Source: an optimization exercise on an open RTL-to-GDS flow (aim: small area, a short achievable clock period and few clock cycles per item). Production flows keep margins and buffers that such runs may drop. Where RTL was checked, it was by simulation tests only, not by an equivalence proof against the original. Function not checked in run 1: the RTL went through the layout flow alone.

## flow/design.v (module list and top-level ports; edited modules follow where they fit)
// module circ: 1890 lines
// module fa: 6 lines
// module cellp: 8 lines
// module celln: 8 lines
// module ha: 6 lines
module circ(clk, reset, pushin, Xin, Rin, pushout, Yout);
  // ...
==> flow/run.sh <==
#!/bin/bash
# synth_recipe.tcl (not shown) runs the flow's synth.tcl, then flattens the netlist and writes it again
# the make line also repeats each setting of config.mk as NAME=value (left out here)
make -C /OpenROAD-flow-scripts/flow DESIGN_CONFIG=/design/flow/config.mk WORK_HOME=/design/flow/orfs CLKGATE_MAP_FILE= SYNTH_SCRIPT=/design/flow/synth_recipe.tcl finish
==> flow/config.mk <==
export PLATFORM = sky130hd
export DESIGN_NAME = circ
export DESIGN_NICKNAME = circ
export VERILOG_FILES = /design/flow/design.v
export SDC_FILE = /design/flow/constraint.sdc
export NUM_CORES = 4
export LEC_CHECK = 0
export CAP_MARGIN = 20
export CORE_MARGIN = 2
export CORE_UTILIZATION = 40
export SLEW_MARGIN = 20
export SYNTH_HIERARCHICAL = 1
export SYNTH_MINIMUM_KEEP_SIZE = 0
==> flow/constraint.sdc <==
create_clock -name core_clock -period 80.0 [get_ports {clk}]
set_input_delay 16.0000 -clock core_clock [delete_from_list [all_inputs] [get_ports {clk}]]
set_output_delay 16.0000 -clock core_clock [all_outputs]
set_load 0.01 [all_outputs]
==> out/qor.json, run 1 <==
{
  "hpwl": {"value": 80500, "unit": "um"},
  "reg2reg_from": {"value": "QQ13[1]"},
  "post-synth-top-count-cell": {"value": "sky130_fd_sc_hd__nand2_1"},
  "maximum_number_of_pins_on_one_net_before_global_route_repair": {"value": 37},
  "post_synth_inst_count": {"value": 4290},
  "post_cts_setup_inserts": {"value": 0},
  "critical_path.top_delay_family": {"value": "buffers and inverters"},
  "layout-drive-gt1-share": {"value": 5.60, "unit": "%"},
  "synthDistinctLibCells": {"value": 104},
  "hold_end": {"value": "DD18[8]"},
  "seq-cell-share": {"value": 13.2, "unit": "%"},
  "cell_taking_the_most_area_after_synthesis": {"value": "sky130_fd_sc_hd__fa_1"},
  "synth.top_cells.by_area": {"value": "sky130_fd_sc_hd__fa_1 (27%), sky130_fd_sc_hd__dfxtp_1 (14%), sky130_fd_sc_hd__ha_1 (13%), sky130_fd_sc_hd__nand2_1 (5.1%), sky130_fd_sc_hd__and2_1 (4.8%)"},
  "synth_top_area_share": {"value": 26.5, "unit": "%"},
  "run_status": {"value": "no timing/DRC/antenna violations"},
  "boundaryPins": {"value": 76},
  "number_of_enable_flip_flop_cells_after_synthesis": {"value": 0},
  "firstDrtPassIters": {"value": 5},
  "buffer_and_inverter_count_on_the_worst_path": {"value": 1},
  "critical_path_max_stage_delay": {"value": 520, "unit": "ps"},
  "crit-reg2reg-capture": {"value": "RR18[15]"},
  "cp-endpoint": {"value": "pushout"},
  "final.fill_count": {"value": 9451},
  "finish.instance_area": {"value": 41800, "unit": "sq um"},
  "data_arrival_time_of_the_critical_path": {"value": 1430, "unit": "ps"}
}
==> run 2, diff against run 1 <==
--- a/flow/design.v
+++ b/flow/design.v
@@ -1716,150 +1716,147 @@
   fa us1703 (.a(s1611), .b(c1522), .c(c1610), .s(s1703), .co(c1704));
   wire s1705, c1706;
   fa us1705 (.a(s1613), .b(c1526), .c(c1612), .s(s1705), .co(c1706));
   wire s1707, c1708;
   fa us1707 (.a(s1615), .b(p600), .c(c1614), .s(s1707), .co(c1708));
   wire [47:0] ta = {c1616, s1707, s1705, s1703, s1701, s1699, s1697, s1695, s1693, s1691, s1689, s1687, s1685, s1683, s1681, s1679, s1677, s1675, s1673, s1671, s1669, s1667, s1665, s1663, s1661, s1659, s1657, s1655, s1653, s1651, s1649, s1647, s1645, s1643, s1641, s1639, s1637, s1635, s1633, s1631, s1629, s1627, s1625, s1623, s1621, s1619, 1'b1, s1617};
   wire [47:0] tb = {c1708, c1706, c1704, c1702, c1700, c1698, c1696, c1694, c1692, c1690, c1688, c1686, c1684, c1682, c1680, c1678, c1676, c1674, c1672, c1670, c1668, c1666, c1664, c1662, c1660, c1658, c1656, c1654, c1652, c1650, c1648, c1646, c1644, c1642, c1640, c1638, c1636, c1634, c1632, c1630, c1628, c1626, c1624, c1622, c1620, 1'b1, c1618, 1'b1};
   wire [47:0] dsum = ta + tb;
-  wire [2:0] t0 = {1'b0, dsum[47:46]};
+  reg [47:0] D0;
+  always @(posedge clk) D0 <= dsum;
+  wire [2:0] t0 = {1'b0, D0[47:46]};
   wire [2:0] T0 = 3'd1;
   wire [3:0] df0 = {1'b0, t0} - {1'b0, T0};
   wire s0 = ~df0[3];
   wire [1:0] r0 = s0 ? df0[1:0] : t0[1:0];
   wire q0 = s0;
-  wire [3:0] t1 = {r0, dsum[45:44]};
+  wire [3:0] t1 = {r0, D0[45:44]};
   wire [3:0] T1 = {1'b0, q0, 2'b01};
   wire [4:0] df1 = {1'b0, t1} - {1'b0, T1};
   wire s1 = ~df1[4];
   wire [2:0] r1 = s1 ? df1[2:0] : t1[2:0];
   wire [1:0] q1 = {q0, s1};
-  wire [4:0] t2 = {r1, dsum[43:42]};
+  wire [4:0] t2 = {r1, D0[43:42]};
   wire [4:0] T2 = {1'b0, q1, 2'b01};
   wire [5:0] df2 = {1'b0, t2} - {1'b0, T2};
   wire s2 = ~df2[5];
   wire [3:0] r2 = s2 ? df2[3:0] : t2[3:0];
   wire [2:0] q2 = {q1, s2};
-  reg [3:0] RR2;
-  reg [2:0] QQ2;
-  always @(posedge clk) begin RR2 <= r2; QQ2 <= q2; end
-  reg [41:0] DD2;
-  always @(posedge clk) DD2 <= dsum[41:0];
-  wire [5:0] t3 = {RR2, DD2[41:40]};
-  wire [5:0] T3 = {1'b0, QQ2, 2'b01};
+  wire [5:0] t3 = {r2, D0[41:40]};
+  wire [5:0] T3 = {1'b0, q2, 2'b01};
   wire [6:0] df3 = {1'b0, t3} - {1'b0, T3};
   wire s3 = ~df3[6];
   wire [4:0] r3 = s3 ? df3[4:0] : t3[4:0];
-  wire [3:0] q3 = {QQ2, s3};
-  wire [6:0] t4 = {r3, DD2[39:38]};
+  wire [3:0] q3 = {q2, s3};
+  wire [6:0] t4 = {r3, D0[39:38]};
   wire [6:0] T4 = {1'b0, q3, 2'b01};
   wire [7:0] df4 = {1'b0, t4} - {1'b0, T4};
   wire s4 = ~df4[7];
   wire [5:0] r4 = s4 ? df4[5:0] : t4[5:0];
   wire [4:0] q4 = {q3, s4};
-  wire [7:0] t5 = {r4, DD2[37:36]};
+  wire [7:0] t5 = {r4, D0[37:36]};
   wire [7:0] T5 = {1'b0, q4, 2'b01};
   wire [8:0] df5 = {1'b0, t5} - {1'b0, T5};
   wire s5 = ~df5[8];
   wire [6:0] r5 = s5 ? df5[6:0] : t5[6:0];
   wire [5:0] q5 = {q4, s5};
-  wire [8:0] t6 = {r5, DD2[35:34]};
+  wire [8:0] t6 = {r5, D0[35:34]};
   wire [8:0] T6 = {1'b0, q5, 2'b01};
   wire [9:0] df6 = {1'b0, t6} - {1'b0, T6};
   wire s6 = ~df6[9];
   wire [7:0] r6 = s6 ? df6[7:0] : t6[7:0];
   wire [6:0] q6 = {q5, s6};
-  wire [9:0] t7 = {r6, DD2[33:32]};
-  wire [9:0] T7 = {1'b0, q6, 2'b01};
+  reg [7:0] RR6;
+  reg [6:0] QQ6;
+  always @(posedge clk) begin RR6 <= r6; QQ6 <= q6; end
+  reg [33:0] DD6;
+  always @(posedge clk) DD6 <= D0[33:0];
+  wire [9:0] t7 = {RR6, DD6[33:32]};
+  wire [9:0] T7 = {1'b0, QQ6, 2'b01};
   wire [10:0] df7 = {1'b0, t7} - {1'b0, T7};
   wire s7 = ~df7[10];
   wire [8:0] r7 = s7 ? df7[8:0] : t7[8:0];
-  wire [7:0] q7 = {q6, s7};
-  wire [10:0] t8 = {r7, DD2[31:30]};
+  wire [7:0] q7 = {QQ6, s7};
+  wire [10:0] t8 = {r7, DD6[31:30]};
   wire [10:0] T8 = {1'b0, q7, 2'b01};
   wire [11:0] df8 = {1'b0, t8} - {1'b0, T8};
   wire s8 = ~df8[11];
   wire [9:0] r8 = s8 ? df8[9:0] : t8[9:0];
   wire [8:0] q8 = {q7, s8};
-  reg [9:0] RR8;
-  reg [8:0] QQ8;
-  always @(posedge clk) begin RR8 <= r8; QQ8 <= q8; end
-  reg [29:0] DD8;
-  always @(posedge clk) DD8 <= DD2[29:0];
-  wire [11:0] t9 = {RR8, DD8[29:28]};
-  wire [11:0] T9 = {1'b0, QQ8, 2'b01};
+  wire [11:0] t9 = {r8, DD6[29:28]};
+  wire [11:0] T9 = {1'b0, q8, 2'b01};
   wire [12:0] df9 = {1'b0, t9} - {1'b0, T9};
   wire s9 = ~df9[12];
   wire [10:0] r9 = s9 ? df9[10:0] : t9[10:0];
-  wire [9:0] q9 = {QQ8, s9};
-  wire [12:0] t10 = {r9, DD8[27:26]};
+  wire [9:0] q9 = {q8, s9};
+  wire [12:0] t10 = {r9, DD6[27:26]};
   wire [12:0] T10 = {1'b0, q9, 2'b01};
   wire [13:0] df10 = {1'b0, t10} - {1'b0, T10};
   wire s10 = ~df10[13];
   wire [11:0] r10 = s10 ? df10[11:0] : t10[11:0];
   wire [10:0] q10 = {q9, s10};
-  wire [13:0] t11 = {r10, DD8[25:24]};
+  wire [13:0] t11 = {r10, DD6[25:24]};
   wire [13:0] T11 = {1'b0, q10, 2'b01};
   wire [14:0] df11 = {1'b0, t11} - {1'b0, T11};
   wire s11 = ~df11[14];
   wire [12:0] r11 = s11 ? df11[12:0] : t11[12:0];
   wire [11:0] q11 = {q10, s11};
-  wire [14:0] t12 = {r11, DD8[23:22]};
+  wire [14:0] t12 = {r11, DD6[23:22]};
   wire [14:0] T12 = {1'b0, q11, 2'b01};
   wire [15:0] df12 = {1'b0, t12} - {1'b0, T12};
   wire s12 = ~df12[15];
   wire [13:0] r12 = s12 ? df12[13:0] : t12[13:0];
   wire [12:0] q12 = {q11, s12};
-  wire [15:0] t13 = {r12, DD8[21:20]};
-  wire [15:0] T13 = {1'b0, q12, 2'b01};
+  reg [13:0] RR12;
+  reg [12:0] QQ12;
+  always @(posedge clk) begin RR12 <= r12; QQ12 <= q12; end
+  reg [21:0] DD12;
+  always @(posedge clk) DD12 <= DD6[21:0];
+  wire [15:0] t13 = {RR12, DD12[21:20]};
+  wire [15:0] T13 = {1'b0, QQ12, 2'b01};
   wire [16:0] df13 = {1'b0, t13} - {1'b0, T13};
   wire s13 = ~df13[16];
   wire [14:0] r13 = s13 ? df13[14:0] : t13[14:0];
-  wire [13:0] q13 = {q12, s13};
-  reg [14:0] RR13;
-  reg [13:0] QQ13;
-  always @(posedge clk) begin RR13 <= r13; QQ13 <= q13; end
-  reg [19:0] DD13;
-  always @(posedge clk) DD13 <= DD8[19:0];
-  wire [16:0] t14 = {RR13, DD13[19:18]};
-  wire [16:0] T14 = {1'b0, QQ13, 2'b01};
+  wire [13:0] q13 = {QQ12, s13};
+  wire [16:0] t14 = {r13, DD12[19:18]};
+  wire [16:0] T14 = {1'b0, q13, 2'b01};
   wire [17:0] df14 = {1'b0, t14} - {1'b0, T14};
   wire s14 = ~df14[17];
   wire [15:0] r14 = s14 ? df14[15:0] : t14[15:0];
-  wire [14:0] q14 = {QQ13, s14};
-  wire [17:0] t15 = {r14, DD13[17:16]};
+  wire [14:0] q14 = {q13, s14};
+  wire [17:0] t15 = {r14, DD12[17:16]};
   wire [17:0] T15 = {1'b0, q14, 2'b01};
   wire [18:0] df15 = {1'b0, t15} - {1'b0, T15};
   wire s15 = ~df15[18];
   wire [16:0] r15 = s15 ? df15[16:0] : t15[16:0];
   wire [15:0] q15 = {q14, s15};
-  wire [18:0] t16 = {r15, DD13[15:14]};
+  wire [18:0] t16 = {r15, DD12[15:14]};
   wire [18:0] T16 = {1'b0, q15, 2'b01};
   wire [19:0] df16 = {1'b0, t16} - {1'b0, T16};
   wire s16 = ~df16[19];
   wire [17:0] r16 = s16 ? df16[17:0] : t16[17:0];
   wire [16:0] q16 = {q15, s16};
-  wire [19:0] t17 = {r16, DD13[13:12]};
+  wire [19:0] t17 = {r16, DD12[13:12]};
   wire [19:0] T17 = {1'b0, q16, 2'b01};
   wire [20:0] df17 = {1'b0, t17} - {1'b0, T17};
   wire s17 = ~df17[20];
   wire [18:0] r17 = s17 ? df17[18:0] : t17[18:0];
   wire [17:0] q17 = {q16, s17};
-  wire [20:0] t18 = {r17, DD13[11:10]};
+  wire [20:0] t18 = {r17, DD12[11:10]};
   wire [20:0] T18 = {1'b0, q17, 2'b01};
   wire [21:0] df18 = {1'b0, t18} - {1'b0, T18};
   wire s18 = ~df18[21];
   wire [19:0] r18 = s18 ? df18[19:0] : t18[19:0];
   wire [18:0] q18 = {q17, s18};
   reg [19:0] RR18;
   reg [18:0] QQ18;
   always @(posedge clk) begin RR18 <= r18; QQ18 <= q18; end
   reg [9:0] DD18;
-  always @(posedge clk) DD18 <= DD13[9:0];
+  always @(posedge clk) DD18 <= DD12[9:0];
   wire [21:0] t19 = {RR18, DD18[9:8]};
   wire [21:0] T19 = {1'b0, QQ18, 2'b01};
   wire [22:0] df19 = {1'b0, t19} - {1'b0, T19};
   wire s19 = ~df19[22];
   wire [20:0] r19 = s19 ? df19[20:0] : t19[20:0];
   wire [19:0] q19 = {QQ18, s19};
   wire [22:0] t20 = {r19, DD18[7:6]};
   wire [22:0] T20 = {1'b0, q19, 2'b01};
@@ -1889,30 +1886,14 @@
   assign Yout = Y;
 endmodule
 module fa(a, b, c, s, co);
   input a, b, c;
   output s, co;
   assign s = a ^ b ^ c;
   assign co = (a & b) | (a & c) | (b & c);
 endmodule
-module cellp(t, q, ci, sel, con, r);
-  input t, q, ci, sel;
-  output con, r;
-  wire p = ~(t ^ q);
-  wire g = t & ~q;
-  assign con = ~(g | (p & ci));
-  assign r = sel ? (p ^ ci) : t;
-endmodule
-module celln(t, q, cin, sel, co, r);
-  input t, q, cin, sel;
-  output co, r;
-  wire p = ~(t ^ q);
-  wire g = t & ~q;
-  assign co = g | (p & ~cin);
-  assign r = sel ? ~(p ^ cin) : t;
-endmodule
 module ha(a, b, s, co);
   input a, b;
   output s, co;
   assign s = a ^ b;
   assign co = a & b;
 endmodule
==> run 2 against run 1 <==
  * Still clean
  * First-iteration DRC count grew 22%
  * Die area up 0.64%
  * Critical endpoint is now RR18[13]
  * Largest cell class unchanged
  * Highest routed layer is now met5
==> out/qor.json, run 2 <==
{
  "syn-cell-area": {"value": 38600, "unit": "sq um", "change": "was 38,400 sq um"},
  "yosys_register_bits": {"value": 273, "change": "was 274"},
  "floorplan.die.width": {"value": 315, "unit": "um", "change": "was 314 um"},
  "grt_ovf": {"value": 0, "change": "unchanged"},
  "worst_setup_path_start_kind": {"value": "flop", "change": "unchanged"},
  "clock_skew": {"value": 25.7, "unit": "ps", "change": "was 23.9 ps"},
  "worstPathRequired": {"value": 80480, "unit": "ps", "change": "was 64,000 ps"},
  "drv.max_cap_violation_count": {"value": 0, "change": "unchanged"},
  "number_of_antenna_violations_at_the_first_check_in_global_routing": {"value": 3, "change": "was 5"},
  "routedWlPerCell": {"value": 19.5, "unit": "um", "change": "was 19.0 um"},
  "post_synth_inst_count": {"value": 4393, "change": "was 4,290"},
  "resized_gates_after_cts": {"value": 0, "change": "unchanged"},
  "maximum_number_of_pins_on_one_net_before_global_route_repair": {"value": 45, "change": "was 37"},
  "finalSetupTns": {"value": 0, "unit": "ps", "change": "unchanged"},
  "firstDrtPassIters": {"value": 6, "change": "was 5"},
  "top_register": {"value": "D0", "change": "was DD2"},
  "ff_latch_area": {"value": 5500, "unit": "sq um", "change": "was 5520 sq um"},
  "final-max-slew-violation-count": {"value": 0, "change": "unchanged"},
  "tritoncts_num_sinks": {"value": 273, "change": "was 274"},
  "top_ff_cell_synth": {"value": "sky130_fd_sc_hd__dfxtp_1", "change": "unchanged"},
  "synth_warn": {"value": 7, "change": "unchanged"},
  "globalRouteTotalUtil": {"value": 22.4, "unit": "%", "change": "was 21.7%"},
  "boundaryPins": {"value": 76, "change": "unchanged"},
  "fmax": {"value": 0.0541, "unit": "GHz", "change": "was 0.0574 GHz"},
  "cts_tree": {"value": "built", "change": "unchanged"},
  "worst_path_most_repeated_cell": {"value": "sky130_fd_sc_hd__a21oi_1"},
  "finish.instance_area": {"value": 42000, "unit": "sq um", "change": "was 41,800 sq um"},
  "layout-drive-gt1-share": {"value": 4.69, "unit": "%", "change": "was 5.60%"},
  "hold_viol": {"value": 0, "change": "unchanged"},
  "grt_pass1_wl": {"value": 176000, "unit": "um", "change": "was 170,000 um"},
  "viasPerCell": {"value": 5.56, "change": "was 5.47"},
  "ant_cells": {"value": 0, "change": "unchanged"},
  "number_of_enable_flip_flop_cells_after_synthesis": {"value": 0, "change": "unchanged"},
  "critical_path_max_stage_delay": {"value": 960, "unit": "ps", "change": "was 520 ps"},
  "critical_path.slowest_cell": {"value": "sky130_fd_sc_hd__inv_1", "change": "was sky130_fd_sc_hd__clkdlybuf4s50_1"},
  "place_ws": {"value": 61950, "unit": "ps", "change": "was 63,170 ps"},
  "vias": {"value": 31700, "change": "was 30,600"},
  "grt_pass1_vias": {"value": 32000, "change": "was 30,700"},
  "die_h": {"value": 315, "unit": "um", "change": "was 314 um"},
  "data_arrival_time_of_the_critical_path": {"value": 18950, "unit": "ps", "change": "was 1430 ps"},
  "cell_taking_the_most_area_after_synthesis": {"value": "sky130_fd_sc_hd__fa_1", "change": "unchanged"},
  "clock_insertion_delay_worst_skew": {"value": 590, "unit": "ps", "change": "was 600 ps"},
  "timing.critical_path.fanout_max": {"value": 36, "change": "was 1"},
  "synth.top_cells.by_area": {"value": "sky130_fd_sc_hd__fa_1 (26%), sky130_fd_sc_hd__dfxtp_1 (14%), sky130_fd_sc_hd__ha_1 (13%), sky130_fd_sc_hd__nand2_1 (5.2%), sky130_fd_sc_hd__and2_1 (4.9%)", "change": "was sky130_fd_sc_hd__fa_1 (27%), sky130_fd_sc_hd__dfxtp_1 (14%), sky130_fd_sc_hd__ha_1 (13%), sky130_fd_sc_hd__nand2_1 (5.1%), sky130_fd_sc_hd__and2_1 (4.8%)"},
  "syn-mean-instance-area": {"value": 8.79, "unit": "sq um", "change": "was 8.94 sq um"},
  "leading_cell_types_in_the_layout_fill_and_taps_excluded": {"value": "sky130_fd_sc_hd__nand2_1 (536), sky130_fd_sc_hd__fa_1 (508), sky130_fd_sc_hd__ha_1 (386), sky130_fd_sc_hd__and2_1 (301), sky130_fd_sc_hd__a21oi_1 (296)", "change": "was sky130_fd_sc_hd__nand2_1 (525), sky130_fd_sc_hd__fa_1 (508), sky130_fd_sc_hd__ha_1 (386), sky130_fd_sc_hd__a21oi_1 (310), sky130_fd_sc_hd__and2_1 (295)"},
  "detail_route.drc_violations": {"value": 0, "change": "unchanged"},
  "time_the_worst_path_needs_with_i_o_delays_and_setup": {"value": 18470, "unit": "ps", "change": "was 17,430 ps"},
  "routed_wirelength": {"value": 111000, "unit": "um", "change": "was 107,000 um"},
  "synth_top_cells_by_count": {"value": "sky130_fd_sc_hd__nand2_1 (536), sky130_fd_sc_hd__fa_1 (508), sky130_fd_sc_hd__ha_1 (386)", "change": "was sky130_fd_sc_hd__nand2_1 (525), sky130_fd_sc_hd__fa_1 (508), sky130_fd_sc_hd__ha_1 (386)"},
  "nNetsFinal": {"value": 5353, "change": "was 5,260"},
  "period_share": {"value": 23.1, "unit": "%", "change": "was 21.8%"},
  "final.fill_count": {"value": 9447, "change": "was 9,451"},
  "design.core.area": {"value": 95300, "unit": "sq um", "change": "was 95,000 sq um"},
  "biggestRegsByFlops": {"value": "D0 x48, DD6 x34", "change": "was DD2 x42, DD8 x30"},
  "clock-root-buffer": {"value": "sky130_fd_sc_hd__clkbuf_16", "change": "unchanged"},
  "syn2layout_area_growth": {"value": 8.87, "unit": "%", "change": "was 8.95%"},
  "max_slew.worst_pin.slew": {"value": 1010, "unit": "ps", "change": "was 1110 ps"},
  "timing.max_slew.rel_slack": {"value": 32.3, "unit": "%", "change": "was 23.8%"},
  "post_cts_setup_inserts": {"value": 0, "change": "unchanged"},
  "synthDistinctLibCells": {"value": 86, "change": "was 104"},
  "asyncSetResetFlopFracSynth": {"value": 2.20, "unit": "%", "change": "was 2.19%"},
  "clk_pin_slew_worst_paths": {"value": 60, "unit": "ps", "change": "about the same"},
  "final_critical_path_setup_slack": {"value": 61530, "unit": "ps", "change": "was 62,570 ps"},
  "design.die.area": {"value": 99100, "unit": "sq um", "change": "was 98,400 sq um"},
  "final-setup-viol-count": {"value": 0, "change": "unchanged"},
  "placement.io_buffers": {"value": 75, "change": "unchanged"},
  "hold_path.class": {"value": "reg2reg", "change": "unchanged"},
  "hpwl": {"value": 83600, "unit": "um", "change": "was 80,500 um"},
  "numCtsBuffers": {"value": 36, "change": "unchanged"},
  "largest_register_ff_count": {"value": 48, "change": "was 42"},
  "post-synth-top-count-cell": {"value": "sky130_fd_sc_hd__nand2_1", "change": "unchanged"},
  "cts_buffer_depth": {"value": 3, "change": "unchanged"},
  "grt_setup_unrepaired": {"value": "no", "change": "unchanged"},
  "row_count": {"value": 113, "change": "unchanged"},
  "detail-route-antenna-nets": {"value": 0, "change": "unchanged"},
  "postSynthNetCount": {"value": 5338, "change": "was 5,235"},
  "routabilityCongestion": {"value": 0.917, "change": "was 0.891"},
  "post_place_cell_area": {"value": 40800, "unit": "sq um", "change": "was 40,600 sq um"},
  "cts-hold-fix-buffers": {"value": 0, "change": "unchanged"},
  "detail_route.iter0.violations": {"value": 2254, "change": "was 1,841"},
  "run_status": {"value": "no timing/DRC/antenna violations", "change": "unchanged"},
  "post-route-util": {"value": 44.1, "unit": "%", "change": "was 44.0%"},
  "htree_levels": {"value": 2, "change": "unchanged"},
  "layout.cells.most_common": {"value": "sky130_fd_sc_hd__nand2_1", "change": "unchanged"},
  "multi_input_comb_area": {"value": 31500, "unit": "sq um", "change": "was 31,300 sq um"},
  "synth.yosys.seq_area_share": {"value": 14.2, "unit": "%", "change": "was 14.4%"},
  "endpoint_kind": {"value": "flop", "change": "was output port"},
  "setup_cp_type": {"value": "reg2reg", "change": "was reg2out"},
  "initial_core_util": {"value": 40.5, "unit": "%", "change": "was 40.4%"},
  "synth_top_area_share": {"value": 26.3, "unit": "%", "change": "was 26.5%"}
}
-- run 2: worst paths after layout --
check,start,end,slack [ps],cells past startpoint
max,QQ12[11],RR18[13],61530,69
min,D0[13],DD6[13],310,0
max reg2reg,QQ12[11],RR18[13],61530,69
min reg2reg,D0[13],DD6[13],310,0
max in group asynchronous,reset,v[3],64170,2
min in group asynchronous,reset,v[1],15640,2
-- run 2: critical path, delay by kind of cell, from the launching register on --
kind / cells / cell delay (ps)
flip-flops: 1 / 300
adder cells (fa/ha/maj): 6 / 2300
buffers and inverters: 9 / 3660
AND/OR/NAND/NOR: 14 / 3040
AO/OA/AOI/OAI: 39 / 8640
multiplexers: 1 / 330
-- run 2: cell type report --
cell class              instances  share of cell area, %
clock buffers                  43                   2.37
well taps                    1265                   3.76
clock inverters                21                  0.577
flip-flops and latches        273                   13.1
inverters                     290                   2.60
multi-input cells            3675                   74.8
repair buffers                132                   2.80
-- run 2: routing by layer --
layer  track usage [%]  vias to the layer above  wire length (um)
met5                 0                        -                13
met3              3.03                      205              6390
met4              7.36                        2              3660
li1                  -                    15000                 -
met1              29.9                    15500             49400
met2              37.4                      980             51600
-- run 2: logic make-up after synthesis --
kind of cell	synth area share, %
AND/OR/NAND/NOR	18.5
flip-flops	14.2
multiplexers	1.90
buffers and inverters	4.38
XOR/XNOR	6.08
adder cells (fa/ha/maj)	38.8
AO/OA/AOI/OAI	16.1
-- run 2: modules after synthesis, one instance, submodules excluded --
module  cell area [sq um]  flip-flops and latches  cells
circ                28200                     273   3861
fa                   20.0                       0      1
ha                   12.5                       0      1
-- run 2: through the flow --
| stage | hold slack [ps] | instances |
|---|---|---|
| finish | 306 | 5699 |
| global route | 317 | 5699 |
| CTS | 304 | 5699 |
| detailed placement | 312 | 5635 |
| global placement | 310 | 5635 |
| floorplan | 310 | 4393 |
Testbench counts of run 2, summed over its fixed seeds: cycles 160,048, items 160,000.

==> separate check: timing with driven ports <==
No port has a modelled driver above. Below, the same layouts with a new extraction and two added sets of constraints. Step 1 sets driving cells, clkbuf_16 on the clock port and buf_2 on the other inputs (assumed; they add their load-dependent delay and slew). Step 2 adds t to the input delays and takes it off the output delays; t is the mean of the earliest and latest rising clock arrival at the registers after step 1. Input paths then give back, and output paths get back, about the clock's delay inside the block. Slacks: ideal ports / drivers / drivers and shift; pairs: ideal ports / drivers.
| run | shift t [ns] | slack for setup (ns) | slew at the worst register clock pin (ns) | worst slew at a driven data input, ns |
|---|---|---|---|---|
| run 1 | 0.646 | 62.566 / 62.503 / 63.149 | 0.07 / 0.07 | 0.04 |
| run 2 | 0.641 | 61.529 / 61.529 / 61.529 | 0.06 / 0.06 | 0.04 |
After both steps setup and hold are still met in every run listed.
